Background: an optimization exercise with open tools, aiming at small area, a short achievable clock period and few clock cycles per item. Do not read the settings as production practice.
No activity file was given, so power comes from the tool's default toggle rates.

==> inputs of job 8741 <==
==> flow/design.v <==
module sbox (
    input   wire [5:0] in
    ,output wire [3:0] out
);
        reg [3:0] sup_out;
        assign out = sup_out;
        always_comb
          case (in)
            6'b000000: sup_out = 4'b0010;
            6'b000001: sup_out = 4'b1110;
            6'b000010: sup_out = 4'b1100;
            6'b000011: sup_out = 4'b1011;
            6'b000100: sup_out = 4'b0100;
            6'b000101: sup_out = 4'b0010;
            6'b000110: sup_out = 4'b0001;
            6'b000111: sup_out = 4'b1100;
            6'b001000: sup_out = 4'b0111;
            6'b001001: sup_out = 4'b0100;
            6'b001010: sup_out = 4'b1010;
            6'b001011: sup_out = 4'b0111;
            6'b001100: sup_out = 4'b1011;
            6'b001101: sup_out = 4'b1101;
            6'b001110: sup_out = 4'b0110;
            6'b001111: sup_out = 4'b0001;
            6'b010000: sup_out = 4'b1000;
            6'b010001: sup_out = 4'b0101;
            6'b010010: sup_out = 4'b0101;
            6'b010011: sup_out = 4'b0000;
            6'b010100: sup_out = 4'b0011;
            6'b010101: sup_out = 4'b1111;
            6'b010110: sup_out = 4'b1111;
            6'b010111: sup_out = 4'b1100;
            6'b011000: sup_out = 4'b1101;
            6'b011001: sup_out = 4'b0011;
            6'b011010: sup_out = 4'b0000;
            6'b011011: sup_out = 4'b1001;
            6'b011100: sup_out = 4'b1110;
            6'b011101: sup_out = 4'b1000;
            6'b011110: sup_out = 4'b1001;
            6'b011111: sup_out = 4'b0110;
            6'b100000: sup_out = 4'b0100;
            6'b100001: sup_out = 4'b1011;
            6'b100010: sup_out = 4'b0010;
            6'b100011: sup_out = 4'b1000;
            6'b100100: sup_out = 4'b0001;
            6'b100101: sup_out = 4'b1100;
            6'b100110: sup_out = 4'b1011;
            6'b100111: sup_out = 4'b0111;
            6'b101000: sup_out = 4'b1100;
            6'b101001: sup_out = 4'b0001;
            6'b101010: sup_out = 4'b1101;
            6'b101011: sup_out = 4'b1110;
            6'b101100: sup_out = 4'b0111;
            6'b101101: sup_out = 4'b0010;
            6'b101110: sup_out = 4'b1000;
            6'b101111: sup_out = 4'b1101;
            6'b110000: sup_out = 4'b1111;
            6'b110001: sup_out = 4'b0110;
            6'b110010: sup_out = 4'b1001;
            6'b110011: sup_out = 4'b1111;
            6'b110100: sup_out = 4'b1100;
            6'b110101: sup_out = 4'b0000;
            6'b110110: sup_out = 4'b0101;
            6'b110111: sup_out = 4'b1001;
            6'b111000: sup_out = 4'b0110;
            6'b111001: sup_out = 4'b1100;
            6'b111010: sup_out = 4'b0011;
            6'b111011: sup_out = 4'b0100;
            6'b111100: sup_out = 4'b0000;
            6'b111101: sup_out = 4'b0101;
            6'b111110: sup_out = 4'b1110;
            6'b111111: sup_out = 4'b0011;
        endcase
endmodule
module C6 (
    input   wire [7:0] C6_in
    ,output wire [5:0] C6_out
);
assign C6_out[0] = C6_in[6];
assign C6_out[1] = C6_in[4];
assign C6_out[2] = C6_in[5] ^ C6_in[0];
assign C6_out[3] = C6_in[2];
assign C6_out[4] = C6_in[3];
assign C6_out[5] = C6_in[7] ^ C6_in[1];
endmodule
module M6 (
     input  wire [7:0] a
    ,output wire [5:0] b 
);
assign b[0] = a[5] ^ a[4] ;
assign b[1] = a[6];
assign b[2] = a[7];
assign b[3] = a[0];
assign b[4] = a[1];
assign b[5] = a[3] ^ a[2];
endmodule
module full_hash (
    input wire clk
    ,input wire rst_n
    ,input wire start
    ,input wire [7:0] Byte
    ,input wire End_of_File
    ,input wire F_dr
    ,output wire [0:31] R_h
    ,output wire F_rtr
    ,output wire H_ready
);
    reg  [31:4] g;         
    reg  [3:0]  s;         
    reg         v;         
    reg  [15:0] R_c;       
    reg         fin;       
    reg         done;      
    reg         rdy;       
    wire        xfer = F_dr & rdy;
    wire        start_now = start & (R_c == 16'd0);
    wire [5:0]  m6_out;
    wire [5:0]  c6_lo, c6_hi;
    wire [3:0]  s_out;
    wire [5:0]  c6_sel = fin ? c6_hi : c6_lo;
    M6 modulo_m6 (.a(Byte), .b(m6_out));
    C6 modulo_c6_lo (.C6_in(R_c[7:0]), .C6_out(c6_lo));
    C6 modulo_c6_hi (.C6_in(R_c[15:8]), .C6_out(c6_hi));
    sbox modulo_sbox (.in(F_dr ? m6_out : c6_sel), .out(s_out));
    wire sp01, sp02, sp03, sp12, sp13, sp23;
    assign sp01 = s[0] ^ s[1];
    assign sp02 = s[0] ^ s[2];
    assign sp03 = s[0] ^ s[3];
    assign sp12 = s[1] ^ s[2];
    assign sp13 = s[1] ^ s[3];
    assign sp23 = s[2] ^ s[3];
    wire [31:4] f;
    assign f[4] = g[26] ^ s[3];
    assign f[5] = g[27] ^ s[0];
    assign f[6] = g[24] ^ s[1];
    assign f[7] = ~(g[25] ^ s[2]);
    assign f[8] = g[31] ^ s[0];
    assign f[9] = g[28] ^ s[1];
    assign f[10] = ~(g[29] ^ s[2]);
    assign f[11] = g[30] ^ s[3];
    assign f[12] = g[5] ^ sp01;
    assign f[13] = ~(g[6] ^ sp12);
    assign f[14] = g[7] ^ sp23;
    assign f[15] = g[4] ^ sp03;
    assign f[16] = g[10] ^ sp01;
    assign f[17] = ~(g[11] ^ sp12);
    assign f[18] = g[8] ^ sp23;
    assign f[19] = g[9] ^ sp03;
    assign f[20] = g[15] ^ sp02;
    assign f[21] = ~(g[12] ^ sp13);
    assign f[22] = ~(g[13] ^ sp02);
    assign f[23] = g[14] ^ sp13;
    assign f[24] = g[16] ^ sp02;
    assign f[25] = g[17] ^ sp13;
    assign f[26] = g[18] ^ sp02;
    assign f[27] = g[19] ^ sp13;
    assign f[28] = ~(g[21] ^ sp03);
    assign f[29] = ~(g[22] ^ sp01);
    assign f[30] = g[23] ^ sp12;
    assign f[31] = g[20] ^ sp23;
    wire [31:4] g_fold = g ^ {20'd0, s_out & {4{fin}}, s & {4{fin}}};
    always_ff @(posedge clk)
        s <= s_out;
    always_ff @(posedge clk or negedge rst_n)
        if (!rst_n) begin
            g    <= 28'h10DC3AF;
            v    <= 1'b0;
            R_c  <= 16'd0;
            fin  <= 1'b0;
            done <= 1'b0;
            rdy  <= 1'b1;
        end else begin
            v    <= xfer;
            if (xfer)
                R_c <= R_c + 16'd1;
            fin  <= rdy & End_of_File;
            done <= ~start_now & (done | fin);
            rdy  <= start_now | (rdy & ~End_of_File);
            g    <= start_now ? 28'h10DC3AF : v ? f : g_fold;
        end
    assign F_rtr = rdy;
    assign H_ready = done;
    assign R_h[3] = g[4];
    assign R_h[2] = g[5];
    assign R_h[1] = g[6];
    assign R_h[0] = g[7];
    assign R_h[7] = g[8];
    assign R_h[6] = g[9];
    assign R_h[5] = g[10];
    assign R_h[4] = g[11];
    assign R_h[11] = g[15];
    assign R_h[10] = g[12];
    assign R_h[9] = g[13];
    assign R_h[8] = g[14];
    assign R_h[15] = g[19];
    assign R_h[14] = g[16];
    assign R_h[13] = g[17];
    assign R_h[12] = g[18];
    assign R_h[19] = g[22];
    assign R_h[18] = g[23];
    assign R_h[17] = g[20];
    assign R_h[16] = g[21];
    assign R_h[23] = g[26];
    assign R_h[22] = g[27];
    assign R_h[21] = g[24];
    assign R_h[20] = g[25];
    assign R_h[27] = g[29];
    assign R_h[26] = g[30];
    assign R_h[25] = g[31];
    assign R_h[24] = g[28];
    assign R_h[31] = ~g[5];
    assign R_h[30] = g[6];
    assign R_h[29] = g[7];
    assign R_h[28] = g[4];
endmodule
==> flow/run.sh <==
#!/bin/bash
# synth_recipe.tcl (not shown) runs the flow's synth.tcl, then flattens the netlist and writes it again
# the make line also repeats each setting of config.mk as NAME=value (left out here)
make -C /OpenROAD-flow-scripts/flow DESIGN_CONFIG=/design/flow/config.mk WORK_HOME=/design/flow/orfs CLKGATE_MAP_FILE= SYNTH_SCRIPT=/design/flow/synth_recipe.tcl finish
==> flow/config.mk <==
export PLATFORM = sky130hd
export DESIGN_NAME = full_hash
export DESIGN_NICKNAME = full_hash
export VERILOG_FILES = /design/flow/design.v
export SDC_FILE = /design/flow/constraint.sdc
export NUM_CORES = 4
export LEC_CHECK = 0
export ABC_CLOCK_PERIOD_IN_PS = 1700
export CAP_MARGIN = 20
export CORE_MARGIN = 2
export CORE_UTILIZATION = 40
export PLACE_DENSITY = 0.6
export SETUP_SLACK_MARGIN = 3.3
export SLEW_MARGIN = 20
==> flow/constraint.sdc <==
create_clock -name core_clock -period 5.0 [get_ports {clk}]
set_input_delay 1.0000 -clock core_clock [delete_from_list [all_inputs] [get_ports {clk}]]
set_output_delay 1.0000 -clock core_clock [all_outputs]
set_load 0.01 [all_outputs]
==> job 7715 (differences from job 8741) <==
==> flow/design.v (replaced) <==
module sbox (
    input   wire [5:0] in
    ,output wire [3:0] out
);
    localparam [63:0] T0 = 64'hA4CD96D24B76B948;
    localparam [63:0] T1 = 64'hC50B38C692705D2B;
    localparam [63:0] T2 = 64'h6B5B9DA191E66B96;
    localparam [63:0] T3 = 64'h429DCD6A79E1348E;
    assign out[0] = T0[in];
    assign out[1] = T1[in];
    assign out[2] = T2[in];
    assign out[3] = T3[in];
endmodule
module C6 (
    input   wire [7:0] C6_in
    ,output wire [5:0] C6_out
);
assign C6_out[0] = C6_in[6];
assign C6_out[1] = C6_in[4];
assign C6_out[2] = C6_in[5] ^ C6_in[0];
assign C6_out[3] = C6_in[2];
assign C6_out[4] = C6_in[3];
assign C6_out[5] = C6_in[7] ^ C6_in[1];
endmodule
module M6 (
     input  wire [7:0] a
    ,output wire [5:0] b 
);
assign b[0] = a[5] ^ a[4] ;
assign b[1] = a[6];
assign b[2] = a[7];
assign b[3] = a[0];
assign b[4] = a[1];
assign b[5] = a[3] ^ a[2];
endmodule
module full_hash (
    input wire clk
    ,input wire rst_n
    ,input wire start
    ,input wire [7:0] Byte
    ,input wire End_of_File
    ,input wire F_dr
    ,output wire [0:31] R_h
    ,output wire F_rtr
    ,output wire H_ready
);
    reg  [31:4] g;         
    reg  [5:0]  x;         
    reg         v;         
    reg  [15:0] R_c;       
    reg         fin;       
    reg         fin2;      
    reg         done;      
    reg         rdy;       
    wire        xfer = F_dr & rdy;
    wire        hi_zero = (R_c[15:8] == 8'd0);
    wire        start_now = start & hi_zero & (R_c[7:0] == 8'd0);
    wire [5:0]  m6_out;
    wire [5:0]  c6_lo, c6_hi;
    wire [3:0]  s;
    wire [5:0]  c6_sel = fin ? c6_hi : c6_lo;
    M6 modulo_m6 (.a(Byte), .b(m6_out));
    C6 modulo_c6_lo (.C6_in(R_c[7:0]), .C6_out(c6_lo));
    C6 modulo_c6_hi (.C6_in(R_c[15:8]), .C6_out(c6_hi));
    sbox modulo_sbox (.in(x), .out(s));
    wire sp01, sp02, sp03, sp12, sp13, sp23;
    assign sp01 = s[0] ^ s[1];
    assign sp02 = s[0] ^ s[2];
    assign sp03 = s[0] ^ s[3];
    assign sp12 = s[1] ^ s[2];
    assign sp13 = s[1] ^ s[3];
    assign sp23 = s[2] ^ s[3];
    wire [31:4] f;
    assign f[4] = g[26] ^ s[3];
    assign f[5] = g[27] ^ s[0];
    assign f[6] = g[24] ^ s[1];
    assign f[7] = ~(g[25] ^ s[2]);
    assign f[8] = g[31] ^ s[0];
    assign f[9] = g[28] ^ s[1];
    assign f[10] = ~(g[29] ^ s[2]);
    assign f[11] = g[30] ^ s[3];
    assign f[12] = g[5] ^ sp01;
    assign f[13] = ~(g[6] ^ sp12);
    assign f[14] = g[7] ^ sp23;
    assign f[15] = g[4] ^ sp03;
    assign f[16] = g[10] ^ sp01;
    assign f[17] = ~(g[11] ^ sp12);
    assign f[18] = g[8] ^ sp23;
    assign f[19] = g[9] ^ sp03;
    assign f[20] = g[15] ^ sp02;
    assign f[21] = ~(g[12] ^ sp13);
    assign f[22] = ~(g[13] ^ sp02);
    assign f[23] = g[14] ^ sp13;
    assign f[24] = g[16] ^ sp02;
    assign f[25] = g[17] ^ sp13;
    assign f[26] = g[18] ^ sp02;
    assign f[27] = g[19] ^ sp13;
    assign f[28] = ~(g[21] ^ sp03);
    assign f[29] = ~(g[22] ^ sp01);
    assign f[30] = g[23] ^ sp12;
    assign f[31] = g[20] ^ sp23;
    wire        fin_short = fin & hi_zero;
    wire [31:4] g_fold = g ^ {20'd0, s & {4{fin2}} | {2'b00, fin_short, 1'b0}, s & {4{fin}}};
    always_ff @(posedge clk)
        x <= F_dr ? m6_out : c6_sel;
    always_ff @(posedge clk or negedge rst_n)
        if (!rst_n) begin
            g    <= 28'h10DC3AF;
            v    <= 1'b0;
            R_c  <= 16'd0;
            fin  <= 1'b0;
            fin2 <= 1'b0;
            done <= 1'b0;
            rdy  <= 1'b1;
        end else begin
            v    <= xfer;
            if (xfer)
                R_c <= R_c + 16'd1;
            fin  <= rdy & End_of_File;
            fin2 <= fin & ~hi_zero;
            done <= ~start_now & (done | fin_short | fin2);
            rdy  <= start_now | (rdy & ~End_of_File);
            g    <= start_now ? 28'h10DC3AF : v ? f : g_fold;
        end
    assign F_rtr = rdy;
    assign H_ready = done;
    assign R_h[3] = g[4];
    assign R_h[2] = g[5];
    assign R_h[1] = g[6];
    assign R_h[0] = g[7];
    assign R_h[7] = g[8];
    assign R_h[6] = g[9];
    assign R_h[5] = g[10];
    assign R_h[4] = g[11];
    assign R_h[11] = g[15];
    assign R_h[10] = g[12];
    assign R_h[9] = g[13];
    assign R_h[8] = g[14];
    assign R_h[15] = g[19];
    assign R_h[14] = g[16];
    assign R_h[13] = g[17];
    assign R_h[12] = g[18];
    assign R_h[19] = g[22];
    assign R_h[18] = g[23];
    assign R_h[17] = g[20];
    assign R_h[16] = g[21];
    assign R_h[23] = g[26];
    assign R_h[22] = g[27];
    assign R_h[21] = g[24];
    assign R_h[20] = g[25];
    assign R_h[27] = g[29];
    assign R_h[26] = g[30];
    assign R_h[25] = g[31];
    assign R_h[24] = g[28];
    assign R_h[31] = ~g[5];
    assign R_h[30] = g[6];
    assign R_h[29] = g[7];
    assign R_h[28] = g[4];
endmodule
==> flow/flow/run.sh (new file) <==
#!/bin/bash
# Standard ORFS layout, with the port buffers made of buf_2 cells instead of
# the cell buffer_ports picks by default (a slow delay buffer).
set -euo pipefail
export BUFFER_PORTS_ARGS="-buffer_cell sky130_fd_sc_hd__buf_2"
bash standard.sh > make.log 2>&1
==> flow/standard.sh (new file) <==
#!/bin/bash
# synth_recipe.tcl (not shown) runs the flow's synth.tcl, then flattens the netlist and writes it again
# the make line also repeats each setting of config.mk as NAME=value (left out here)
make -C /OpenROAD-flow-scripts/flow DESIGN_CONFIG=/design/flow/config.mk WORK_HOME=/design/flow/orfs CLKGATE_MAP_FILE= SYNTH_SCRIPT=/design/flow/synth_recipe.tcl "${@:-finish}"
Settings changed: ABC_CLOCK_PERIOD_IN_PS 1700 to unset, SETUP_SLACK_MARGIN 3.3 to 3.0.
removed: flow/run.sh
==> summary of the runs <==
- Against job 8741, the wire length of job 7715 is smaller by about 9%.
- Maximum frequency: job 7715 is larger than job 8741 (9.0%).
- Between job 7715 and job 8741, the lower critical path depth is in job 8741 (gap 3).
- In job 8741 the via count is higher than in job 7715, by 11%.
- In job 7715 the sequential share of layout area is higher than in job 8741, by 3.2 points.
- In job 7715 the sequential power is higher than in job 8741, by about 11%.
- Combinational power: job 7715 is larger than job 8741 (about 16%).
- Against job 7715, the clock power of job 8741 is higher by about 7%.
- Final cell count: job 8741 is higher than job 7715 (9.2%).
- In job 7715 the die area is lower than in job 8741, by about 3.2%.
Function was not checked in any run of this note: the RTL went through the layout flow alone.

re-timing with driven ports:
The results above use ideal ports. As a check the final layouts listed here were re-extracted and re-timed, cells and wires unchanged.
Step 1: set_driving_cell puts a clkbuf_16 on clk and a buf_2 on each other input, an assumption about the parent block.
Step 2 also shifts input and output timing later by t, the mid clock arrival at the registers, as if the neighbouring blocks saw the same clock.
a / b / c = ideal ports / drivers / drivers and shift; a / b = the first two.
| run | t (ns) | setup WS [ns] | cell pins on the clock port's net |
|---|---|---|---|
| job 8741 | 0.335 | 2.223 / 2.202 / 1.867 | 1 |
| job 7715 | 0.346 | 2.453 / 2.453 / 2.453 | 1 |
After both steps every run listed still meets setup and hold. For job 8741, which loses most, drivers alone change the setup slack by -0.021 ns; drivers and shift together by -0.356 ns.
